This is an optimization exercise on Yosys and OpenROAD, whose aim is small area and a short achievable clock period, not a production implementation. No functional check of the RTL was part of this run.

`constraint.sdc`:
```
create_clock -name core_clock -period 95.0 [get_ports {clk}]
set_input_delay 19.0000 -clock core_clock [delete_from_list [all_inputs] [get_ports {clk}]]
set_output_delay 19.0000 -clock core_clock [all_outputs]
set_load 0.01 [all_outputs]
```
`run.sh`:
```
#!/bin/bash
# synth_recipe.tcl (not shown) runs the flow's synth.tcl, then flattens the netlist and writes it again
# the make line also repeats each setting of config.mk as NAME=value (left out here)
make -C /OpenROAD-flow-scripts/flow DESIGN_CONFIG=/design/flow/config.mk WORK_HOME=/design/flow/orfs CLKGATE_MAP_FILE= SYNTH_SCRIPT=/design/flow/synth_recipe.tcl finish
```
`design.v`:
```
`default_nettype none
module dstep (
    input  wire [31:0] p,
    input  wire        b,
    input  wire [31:0] d,
    output wire        q,
    output wire [31:0] pn);
    wire [32:0] r_a = {p, b};
    wire [32:0] r_nb = {1'b1, d};   
    wire [32:0] r_g = r_a & r_nb;
    wire [32:0] r_t = r_a | r_nb;
    wire r_G1 = r_g[1] | (r_t[1] & r_a[0]) | (r_t[1] & r_nb[0]);
    wire r_G2 = r_g[3] | (r_t[3] & r_g[2]);
    wire r_P2 = r_t[3] & r_t[2];
    wire r_G3 = r_g[5] | (r_t[5] & r_g[4]);
    wire r_P3 = r_t[5] & r_t[4];
    wire r_G4 = r_g[7] | (r_t[7] & r_g[6]);
    wire r_P4 = r_t[7] & r_t[6];
    wire r_G5 = r_g[9] | (r_t[9] & r_g[8]);
    wire r_P5 = r_t[9] & r_t[8];
    wire r_G6 = r_g[11] | (r_t[11] & r_g[10]);
    wire r_P6 = r_t[11] & r_t[10];
    wire r_G7 = r_g[13] | (r_t[13] & r_g[12]);
    wire r_P7 = r_t[13] & r_t[12];
    wire r_G8 = r_g[15] | (r_t[15] & r_g[14]);
    wire r_P8 = r_t[15] & r_t[14];
    wire r_G9 = r_g[17] | (r_t[17] & r_g[16]);
    wire r_P9 = r_t[17] & r_t[16];
    wire r_G10 = r_g[19] | (r_t[19] & r_g[18]);
    wire r_P10 = r_t[19] & r_t[18];
    wire r_G11 = r_g[21] | (r_t[21] & r_g[20]);
    wire r_P11 = r_t[21] & r_t[20];
    wire r_G12 = r_g[23] | (r_t[23] & r_g[22]);
    wire r_P12 = r_t[23] & r_t[22];
    wire r_G13 = r_g[25] | (r_t[25] & r_g[24]);
    wire r_P13 = r_t[25] & r_t[24];
    wire r_G14 = r_g[27] | (r_t[27] & r_g[26]);
    wire r_P14 = r_t[27] & r_t[26];
    wire r_G15 = r_g[29] | (r_t[29] & r_g[28]);
    wire r_P15 = r_t[29] & r_t[28];
    wire r_G16 = r_g[31] | (r_t[31] & r_g[30]);
    wire r_P16 = r_t[31] & r_t[30];
    wire r_G17 = r_G2 | (r_P2 & r_G1);
    wire r_G18 = r_G4 | (r_P4 & r_G3);
    wire r_P18 = r_P4 & r_P3;
    wire r_G19 = r_G6 | (r_P6 & r_G5);
    wire r_P19 = r_P6 & r_P5;
    wire r_G20 = r_G8 | (r_P8 & r_G7);
    wire r_P20 = r_P8 & r_P7;
    wire r_G21 = r_G10 | (r_P10 & r_G9);
    wire r_P21 = r_P10 & r_P9;
    wire r_G22 = r_G12 | (r_P12 & r_G11);
    wire r_P22 = r_P12 & r_P11;
    wire r_G23 = r_G14 | (r_P14 & r_G13);
    wire r_P23 = r_P14 & r_P13;
    wire r_G24 = r_G16 | (r_P16 & r_G15);
    wire r_P24 = r_P16 & r_P15;
    wire r_G25 = r_G18 | (r_P18 & r_G17);
    wire r_G26 = r_G20 | (r_P20 & r_G19);
    wire r_P26 = r_P20 & r_P19;
    wire r_G27 = r_G22 | (r_P22 & r_G21);
    wire r_P27 = r_P22 & r_P21;
    wire r_G28 = r_G24 | (r_P24 & r_G23);
    wire r_P28 = r_P24 & r_P23;
    wire r_G29 = r_G26 | (r_P26 & r_G25);
    wire r_G30 = r_G28 | (r_P28 & r_G27);
    wire r_P30 = r_P28 & r_P27;
    wire r_G31 = r_G30 | (r_P30 & r_G29);
    wire r_G32 = r_G27 | (r_P27 & r_G29);
    wire r_G33 = r_G19 | (r_P19 & r_G25);
    wire r_G34 = r_G21 | (r_P21 & r_G29);
    wire r_G35 = r_G23 | (r_P23 & r_G32);
    wire r_G36 = r_G3 | (r_P3 & r_G17);
    wire r_G37 = r_G5 | (r_P5 & r_G25);
    wire r_G38 = r_G7 | (r_P7 & r_G33);
    wire r_G39 = r_G9 | (r_P9 & r_G29);
    wire r_G40 = r_G11 | (r_P11 & r_G34);
    wire r_G41 = r_G13 | (r_P13 & r_G32);
    wire r_G42 = r_G15 | (r_P15 & r_G35);
    wire [32:0] r_c = {r_G31, r_g[30], r_G42, r_g[28], r_G35, r_g[26], r_G41, r_g[24], r_G32, r_g[22], r_G40, r_g[20], r_G34, r_g[18], r_G39, r_g[16], r_G29, r_g[14], r_G38, r_g[12], r_G33, r_g[10], r_G37, r_g[8], r_G25, r_g[6], r_G36, r_g[4], r_G17, r_g[2], r_G1, r_t[0], 1'b1};
    wire r_s0 = (r_a[0] ^ 1'b1) ^ r_nb[0];
    wire r_s1 = (r_a[1] ^ (1'b1 ? r_t[0] : r_g[0])) ^ r_nb[1];
    wire r_s2 = (r_a[2] ^ r_G1) ^ r_nb[2];
    wire r_s3 = (r_a[3] ^ (r_G1 ? r_t[2] : r_g[2])) ^ r_nb[3];
    wire r_s4 = (r_a[4] ^ r_G17) ^ r_nb[4];
    wire r_s5 = (r_a[5] ^ (r_G17 ? r_t[4] : r_g[4])) ^ r_nb[5];
    wire r_s6 = (r_a[6] ^ r_G36) ^ r_nb[6];
    wire r_s7 = (r_a[7] ^ (r_G36 ? r_t[6] : r_g[6])) ^ r_nb[7];
    wire r_s8 = (r_a[8] ^ r_G25) ^ r_nb[8];
    wire r_s9 = (r_a[9] ^ (r_G25 ? r_t[8] : r_g[8])) ^ r_nb[9];
    wire r_s10 = (r_a[10] ^ r_G37) ^ r_nb[10];
    wire r_s11 = (r_a[11] ^ (r_G37 ? r_t[10] : r_g[10])) ^ r_nb[11];
    wire r_s12 = (r_a[12] ^ r_G33) ^ r_nb[12];
    wire r_s13 = (r_a[13] ^ (r_G33 ? r_t[12] : r_g[12])) ^ r_nb[13];
    wire r_s14 = (r_a[14] ^ r_G38) ^ r_nb[14];
    wire r_s15 = (r_a[15] ^ (r_G38 ? r_t[14] : r_g[14])) ^ r_nb[15];
    wire r_s16 = (r_a[16] ^ r_G29) ^ r_nb[16];
    wire r_s17 = (r_a[17] ^ (r_G29 ? r_t[16] : r_g[16])) ^ r_nb[17];
    wire r_s18 = (r_a[18] ^ r_G39) ^ r_nb[18];
    wire r_s19 = (r_a[19] ^ (r_G39 ? r_t[18] : r_g[18])) ^ r_nb[19];
    wire r_s20 = (r_a[20] ^ r_G34) ^ r_nb[20];
    wire r_s21 = (r_a[21] ^ (r_G34 ? r_t[20] : r_g[20])) ^ r_nb[21];
    wire r_s22 = (r_a[22] ^ r_G40) ^ r_nb[22];
    wire r_s23 = (r_a[23] ^ (r_G40 ? r_t[22] : r_g[22])) ^ r_nb[23];
    wire r_s24 = (r_a[24] ^ r_G32) ^ r_nb[24];
    wire r_s25 = (r_a[25] ^ (r_G32 ? r_t[24] : r_g[24])) ^ r_nb[25];
    wire r_s26 = (r_a[26] ^ r_G41) ^ r_nb[26];
    wire r_s27 = (r_a[27] ^ (r_G41 ? r_t[26] : r_g[26])) ^ r_nb[27];
    wire r_s28 = (r_a[28] ^ r_G35) ^ r_nb[28];
    wire r_s29 = (r_a[29] ^ (r_G35 ? r_t[28] : r_g[28])) ^ r_nb[29];
    wire r_s30 = (r_a[30] ^ r_G42) ^ r_nb[30];
    wire r_s31 = (r_a[31] ^ (r_G42 ? r_t[30] : r_g[30])) ^ r_nb[31];
    wire r_s32 = (r_a[32] ^ r_G31) ^ r_nb[32];
    wire [32:0] r_s = {r_s32, r_s31, r_s30, r_s29, r_s28, r_s27, r_s26, r_s25, r_s24, r_s23, r_s22, r_s21, r_s20, r_s19, r_s18, r_s17, r_s16, r_s15, r_s14, r_s13, r_s12, r_s11, r_s10, r_s9, r_s8, r_s7, r_s6, r_s5, r_s4, r_s3, r_s2, r_s1, r_s0};
    wire r_q = ~r_s[32];
    wire [31:0] r_pn = r_q ? r_s[31:0] : r_a[31:0];
    assign q = r_q;
    assign pn = r_pn;
endmodule
module div32p2(
    input  wire [63:0] x,
    input  wire [31:0] d,
    output wire [31:0] q,
    output wire [31:0] r,
    input  wire        clk,
    input  wire        rstn);
    wire [31:0] dn = ~d;
    wire sa0_q;
    wire [31:0] sa0_pn;
    dstep u_sa0 (.p(x[63:32]), .b(x[31]), .d(dn), .q(sa0_q), .pn(sa0_pn));
    wire sa1_q;
    wire [31:0] sa1_pn;
    dstep u_sa1 (.p(sa0_pn), .b(x[30]), .d(dn), .q(sa1_q), .pn(sa1_pn));
    wire sa2_q;
    wire [31:0] sa2_pn;
    dstep u_sa2 (.p(sa1_pn), .b(x[29]), .d(dn), .q(sa2_q), .pn(sa2_pn));
    wire sa3_q;
    wire [31:0] sa3_pn;
    dstep u_sa3 (.p(sa2_pn), .b(x[28]), .d(dn), .q(sa3_q), .pn(sa3_pn));
    wire sa4_q;
    wire [31:0] sa4_pn;
    dstep u_sa4 (.p(sa3_pn), .b(x[27]), .d(dn), .q(sa4_q), .pn(sa4_pn));
    wire sa5_q;
    wire [31:0] sa5_pn;
    dstep u_sa5 (.p(sa4_pn), .b(x[26]), .d(dn), .q(sa5_q), .pn(sa5_pn));
    wire sa6_q;
    wire [31:0] sa6_pn;
    dstep u_sa6 (.p(sa5_pn), .b(x[25]), .d(dn), .q(sa6_q), .pn(sa6_pn));
    reg [31:0] p1;
    reg [31:0] d1;   
    reg [24:0] x1;
    reg [31:25] q1;
    always @(posedge clk) begin
        p1 <= sa6_pn;
        d1 <= dn;
        x1 <= x[24:0];
        q1 <= {sa0_q, sa1_q, sa2_q, sa3_q, sa4_q, sa5_q, sa6_q};
    end
    wire sb0_q;
    wire [31:0] sb0_pn;
    dstep u_sb0 (.p(p1), .b(x1[24]), .d(d1), .q(sb0_q), .pn(sb0_pn));
    wire sb1_q;
    wire [31:0] sb1_pn;
    dstep u_sb1 (.p(sb0_pn), .b(x1[23]), .d(d1), .q(sb1_q), .pn(sb1_pn));
    wire sb2_q;
    wire [31:0] sb2_pn;
    dstep u_sb2 (.p(sb1_pn), .b(x1[22]), .d(d1), .q(sb2_q), .pn(sb2_pn));
    wire sb3_q;
    wire [31:0] sb3_pn;
    dstep u_sb3 (.p(sb2_pn), .b(x1[21]), .d(d1), .q(sb3_q), .pn(sb3_pn));
    wire sb4_q;
    wire [31:0] sb4_pn;
    dstep u_sb4 (.p(sb3_pn), .b(x1[20]), .d(d1), .q(sb4_q), .pn(sb4_pn));
    wire sb5_q;
    wire [31:0] sb5_pn;
    dstep u_sb5 (.p(sb4_pn), .b(x1[19]), .d(d1), .q(sb5_q), .pn(sb5_pn));
    wire sb6_q;
    wire [31:0] sb6_pn;
    dstep u_sb6 (.p(sb5_pn), .b(x1[18]), .d(d1), .q(sb6_q), .pn(sb6_pn));
    wire sb7_q;
    wire [31:0] sb7_pn;
    dstep u_sb7 (.p(sb6_pn), .b(x1[17]), .d(d1), .q(sb7_q), .pn(sb7_pn));
    wire sb8_q;
    wire [31:0] sb8_pn;
    dstep u_sb8 (.p(sb7_pn), .b(x1[16]), .d(d1), .q(sb8_q), .pn(sb8_pn));
    wire sb9_q;
    wire [31:0] sb9_pn;
    dstep u_sb9 (.p(sb8_pn), .b(x1[15]), .d(d1), .q(sb9_q), .pn(sb9_pn));
    wire sb10_q;
    wire [31:0] sb10_pn;
    dstep u_sb10 (.p(sb9_pn), .b(x1[14]), .d(d1), .q(sb10_q), .pn(sb10_pn));
    wire sb11_q;
    wire [31:0] sb11_pn;
    dstep u_sb11 (.p(sb10_pn), .b(x1[13]), .d(d1), .q(sb11_q), .pn(sb11_pn));
    wire sb12_q;
    wire [31:0] sb12_pn;
    dstep u_sb12 (.p(sb11_pn), .b(x1[12]), .d(d1), .q(sb12_q), .pn(sb12_pn));
    wire sb13_q;
    wire [31:0] sb13_pn;
    dstep u_sb13 (.p(sb12_pn), .b(x1[11]), .d(d1), .q(sb13_q), .pn(sb13_pn));
    wire sb14_q;
    wire [31:0] sb14_pn;
    dstep u_sb14 (.p(sb13_pn), .b(x1[10]), .d(d1), .q(sb14_q), .pn(sb14_pn));
    wire sb15_q;
    wire [31:0] sb15_pn;
    dstep u_sb15 (.p(sb14_pn), .b(x1[9]), .d(d1), .q(sb15_q), .pn(sb15_pn));
    wire sb16_q;
    wire [31:0] sb16_pn;
    dstep u_sb16 (.p(sb15_pn), .b(x1[8]), .d(d1), .q(sb16_q), .pn(sb16_pn));
    reg [31:0] p2;
    reg [31:0] d2;   
    reg [7:0] x2;
    reg [31:8] q2;
    reg        rz;   
    always @(posedge clk) begin
        p2 <= sb16_pn;
        d2 <= d1;
        x2 <= x1[7:0];
        q2 <= {q1, sb0_q, sb1_q, sb2_q, sb3_q, sb4_q, sb5_q, sb6_q, sb7_q, sb8_q, sb9_q, sb10_q, sb11_q, sb12_q, sb13_q, sb14_q, sb15_q, sb16_q};
        rz <= ~rstn;
    end
    wire sc0_q;
    wire [31:0] sc0_pn;
    dstep u_sc0 (.p(p2), .b(x2[7]), .d(d2), .q(sc0_q), .pn(sc0_pn));
    wire sc1_q;
    wire [31:0] sc1_pn;
    dstep u_sc1 (.p(sc0_pn), .b(x2[6]), .d(d2), .q(sc1_q), .pn(sc1_pn));
    wire sc2_q;
    wire [31:0] sc2_pn;
    dstep u_sc2 (.p(sc1_pn), .b(x2[5]), .d(d2), .q(sc2_q), .pn(sc2_pn));
    wire sc3_q;
    wire [31:0] sc3_pn;
    dstep u_sc3 (.p(sc2_pn), .b(x2[4]), .d(d2), .q(sc3_q), .pn(sc3_pn));
    wire sc4_q;
    wire [31:0] sc4_pn;
    dstep u_sc4 (.p(sc3_pn), .b(x2[3]), .d(d2), .q(sc4_q), .pn(sc4_pn));
    wire sc5_q;
    wire [31:0] sc5_pn;
    dstep u_sc5 (.p(sc4_pn), .b(x2[2]), .d(d2), .q(sc5_q), .pn(sc5_pn));
    wire sc6_q;
    wire [31:0] sc6_pn;
    dstep u_sc6 (.p(sc5_pn), .b(x2[1]), .d(d2), .q(sc6_q), .pn(sc6_pn));
    wire sc7_q;
    wire [31:0] sc7_pn;
    dstep u_sc7 (.p(sc6_pn), .b(x2[0]), .d(d2), .q(sc7_q), .pn(sc7_pn));
    wire [31:0] qc = {q2, sc0_q, sc1_q, sc2_q, sc3_q, sc4_q, sc5_q, sc6_q, sc7_q};
    assign q = rz ? 32'd0 : qc;
    assign r = rz ? 32'd0 : sc7_pn;
endmodule
`default_nettype wire
```
`config.mk`:
```
export PLATFORM = sky130hd
export DESIGN_NAME = div32p2
export DESIGN_NICKNAME = div32p2
export VERILOG_FILES = /design/flow/design.v
export SDC_FILE = /design/flow/constraint.sdc
export NUM_CORES = 4
export LEC_CHECK = 0
export ABC_AREA = 1
export CAP_MARGIN = 50
export CORE_MARGIN = 2
export CORE_UTILIZATION = 45
export GPL_TIMING_DRIVEN = 0
export PLACE_DENSITY = 0.6
export SLEW_MARGIN = 70
export SYNTH_HIERARCHICAL = 1
```
==> summary.txt <==
[modules after synthesis, one instance, submodules excluded]
module,flops+latches,cell area [µm²],cells,times used
div32p2,193,4550,361,1
dstep,0,1770,366,32
[layer usage]
layer / track usage / routed length [µm] / part of all wire
met5: 0 / 0 / 0
met4: 0.174 / 12400 / 0.070
met3: 0.0142 / 2390 / 0.013
met2: 0.575 / 104000 / 0.58
met1: 0.201 / 59400 / 0.33
[state kept, by name (all words and copies together), names as in the netlist]
| signal | count |
|---|---|
| p1 | 32 |
| d2 | 32 |
| q2 | 24 |
| d1 | 32 |
| q1 | 7 |
| x1 | 25 |
| p2 | 32 |
| x2 | 8 |
| rz | 1 |
[cell usage after synthesis, drive strengths merged (64+ instances only)]
master / instances / share of area
nand3: 704 / 0.060
nand2: 4512 / 0.29
nor2: 2144 / 0.14
a21oi: 544 / 0.052
or2: 192 / 0.020
dfxtp: 193 / 0.063
a31oi: 64 / 0.0066
xnor2: 288 / 0.041
inv: 1409 / 0.087
nand3b: 96 / 0.012
xor2: 512 / 0.073
buf: 167 / 0.024
o21ai: 1056 / 0.11
[layout by cell type (no fill, tap or decap), drive strengths merged]
cell           netlist  final
a21o                32     32
a21oi              544    544
a31oi               64     64
buf                167    178
clkbuf              32     50
clkdlybuf4s50        0    161
clkinv              32     44
dfxtp              193    193
ha                  32     32
inv               1409   1411
nand2             4512   4512
nand3              704    704
nand3b              96     96
nor2              2144   2144
nor3                32     32
o21ai             1056   1056
o21bai              32     32
or2                192    192
xnor2              288    288
xor2               512    512
[worst max path at each step]
stage,startpoint,end,slack (ns)
floorplan,d2[7],r[24],63.16
global placement,d2[18],r[22],58.88
detailed placement,d2[1],r[22],59.17
CTS,d2[1],r[22],58.53
global route,d2[3],r[22],57.07
finish,d2[3],r[22],58.76
[metrics by stage]
step / instances / cell area (µm²) / utilization / hold slack (ns)
after detailed placement: 14000 / 65200 / 0.482 / 0.314
final: 14100 / 66100 / 0.489 / 0.332
after global placement: 14000 / 64900 / 0.480 / 0.314
after global routing: 14100 / 66100 / 0.489 / 0.337
after CTS: 14000 / 65800 / 0.487 / 0.335
after floorplan: 12100 / 61000 / - / 0.310
[cell families (layout without fill, tap and decap cells)]
group                      count (synthesis)  after routing  synth area share
xor gates and xnor gates                 800            800             0.115
DFF                                      193            193            0.0633
adders and majority gates                 32             32           0.00656
AOI/OAI and AO/OA                       1728           1728             0.174
and+or+nand+nor                         7680           7680             0.526
buffers and inverters                   1640           1844             0.115
[final cells by class]
class                           instances  area, µm²
Sequential cell                       193       4030
Inverter                             1441       5410
Clock buffer                           18        429
Timing Repair Buffer                  172       1910
Fill cell                           14400      69000
Multi-Input combinational cell      10200      50300
Buffer                                199       1640
Tap cell                             1781       2230
Clock inverter                         14        173
==> metrics.cfg <==
[status]
outcome = complete, no violations

[clock_network]
cts_root_buf = clkbuf_16
cts.sinks = 193
post_cts_buffers = 0
clk_path_buf_depth = 2
cts_tree = built
numCtsBuffers = 17
clk_pin_slew_ns = 0.08
clock_latency_ns = 0.55
postCtsHoldBufs = 0
cts_resized = 0
htreeDepth = 4

[synth]
synth-edff-count = 0
synth_area_mm2 = 0.0610
syn_avg_cell_area_um2 = 5.06
synth_ff_type = dfxtp_1
synth_seq_cells = 193
async_flop_share = 0
netlist_instances = 12100
ys_seq_area_frac = 0.0633
ys_warn_count = 7
synth.net_count = 12200
synth.distinct_cells = 30

[detailed_routing]
drt_iter0_drc = 2670
drt_wl_total_um = 178000
vias_per_cell = 5.04
post_drt_wl_per_cell_um = 12.7
vias = 70900
drc_errors = 0
first_pass_iters = 7
antenna_left = 0

[floorplanning]
start_util = 0.452
rows = 135
die_area_mm2 = 0.139
die_h_um = 372
core_area_mm2 = 0.135
io_pins = 162
die_x_um = 372

[worst_setup_path]
r2r-end = p2[19]
cpMostUsedCell = nand2_4
r2r_start = d1[3]
critical_path_class = reg -> out
cp_num_buf_inv = 23
crit_arrival_ns = 17.24
critPathLaunchType = flip-flop
cp.depth = 109
path_max_fanout = 16
critPathSlowestCell = clkdlybuf4s50_1
required_ns = 76.00
slowest_delay_ns = 0.55
cp-end-kind = output port
r2r_slack_ns = 61.35
r2r_cells = 230
cp_top_family = simple AND/OR/NAND/NOR gates

[global_routing]
track_usage = 0.257
antenna_found_initial = 0
grt_pass1_wl_um = 301000
grt_max_degree = 53
grt_pass1_vias = 70200
grt_remaining_overflow = 0

[sta]
maxSlewHeadroom = 0.694
skew_ns = 0.0215
tns_ns = 0
finalHoldViolCount = 0
min_period_ns = 36.24
worst_slew_pin_slew_ns = 0.456
fin_ws_ns = 58.76
finalSetupViolations = 0
fin_crit_sh = 0.381
max_freq_ghz = 0.0276
maxSlewViolCount = 0
rsz0062_at_grt = no

[cells_and_area]
drive_above_1_share = 0.103
antennaDiodeCount = 0
syn2layout_area_growth_pct = 8.30
nets = 12400

[placement]
dp_hpwl_um = 157000
globalplace.congestion = 0.922
dpl_worst_slack_ns = 59.17
io_buffers = 161

[worst_hold_path]
hold_depth = 0
holdPathEnd = x2[7]
hp-class = reg -> reg
hp-start = x1[7]

[run]
drv_cap = 0

==> afterwards: timing with drivers on the ports <==
The results above use ideal ports. As a check the final layout listed here was re-extracted and re-timed, cells and wires unchanged. Step 1 assumes that a clkbuf_16 drives the clock port and a buf_2 every other input. Step 2 times the ports against the registers' clock, not the clock port: input delays grow and output delays shrink by t, the midpoint of the rising clock arrivals with the driver on. Slacks: no drivers / after step 1 / after step 2; pairs: no drivers / after step 1.
shift t [ns]: 0.620
setup slack, ns: 58.765 / 58.685 / 59.305
slew at the worst register clock pin (ns): 0.09 / 0.09
worst slew at a driven data input, ns: 0.04
After both steps setup and hold are still met in this run. The setup slack of this run moves by -0.080 ns with the drivers and by +0.540 ns with both steps.
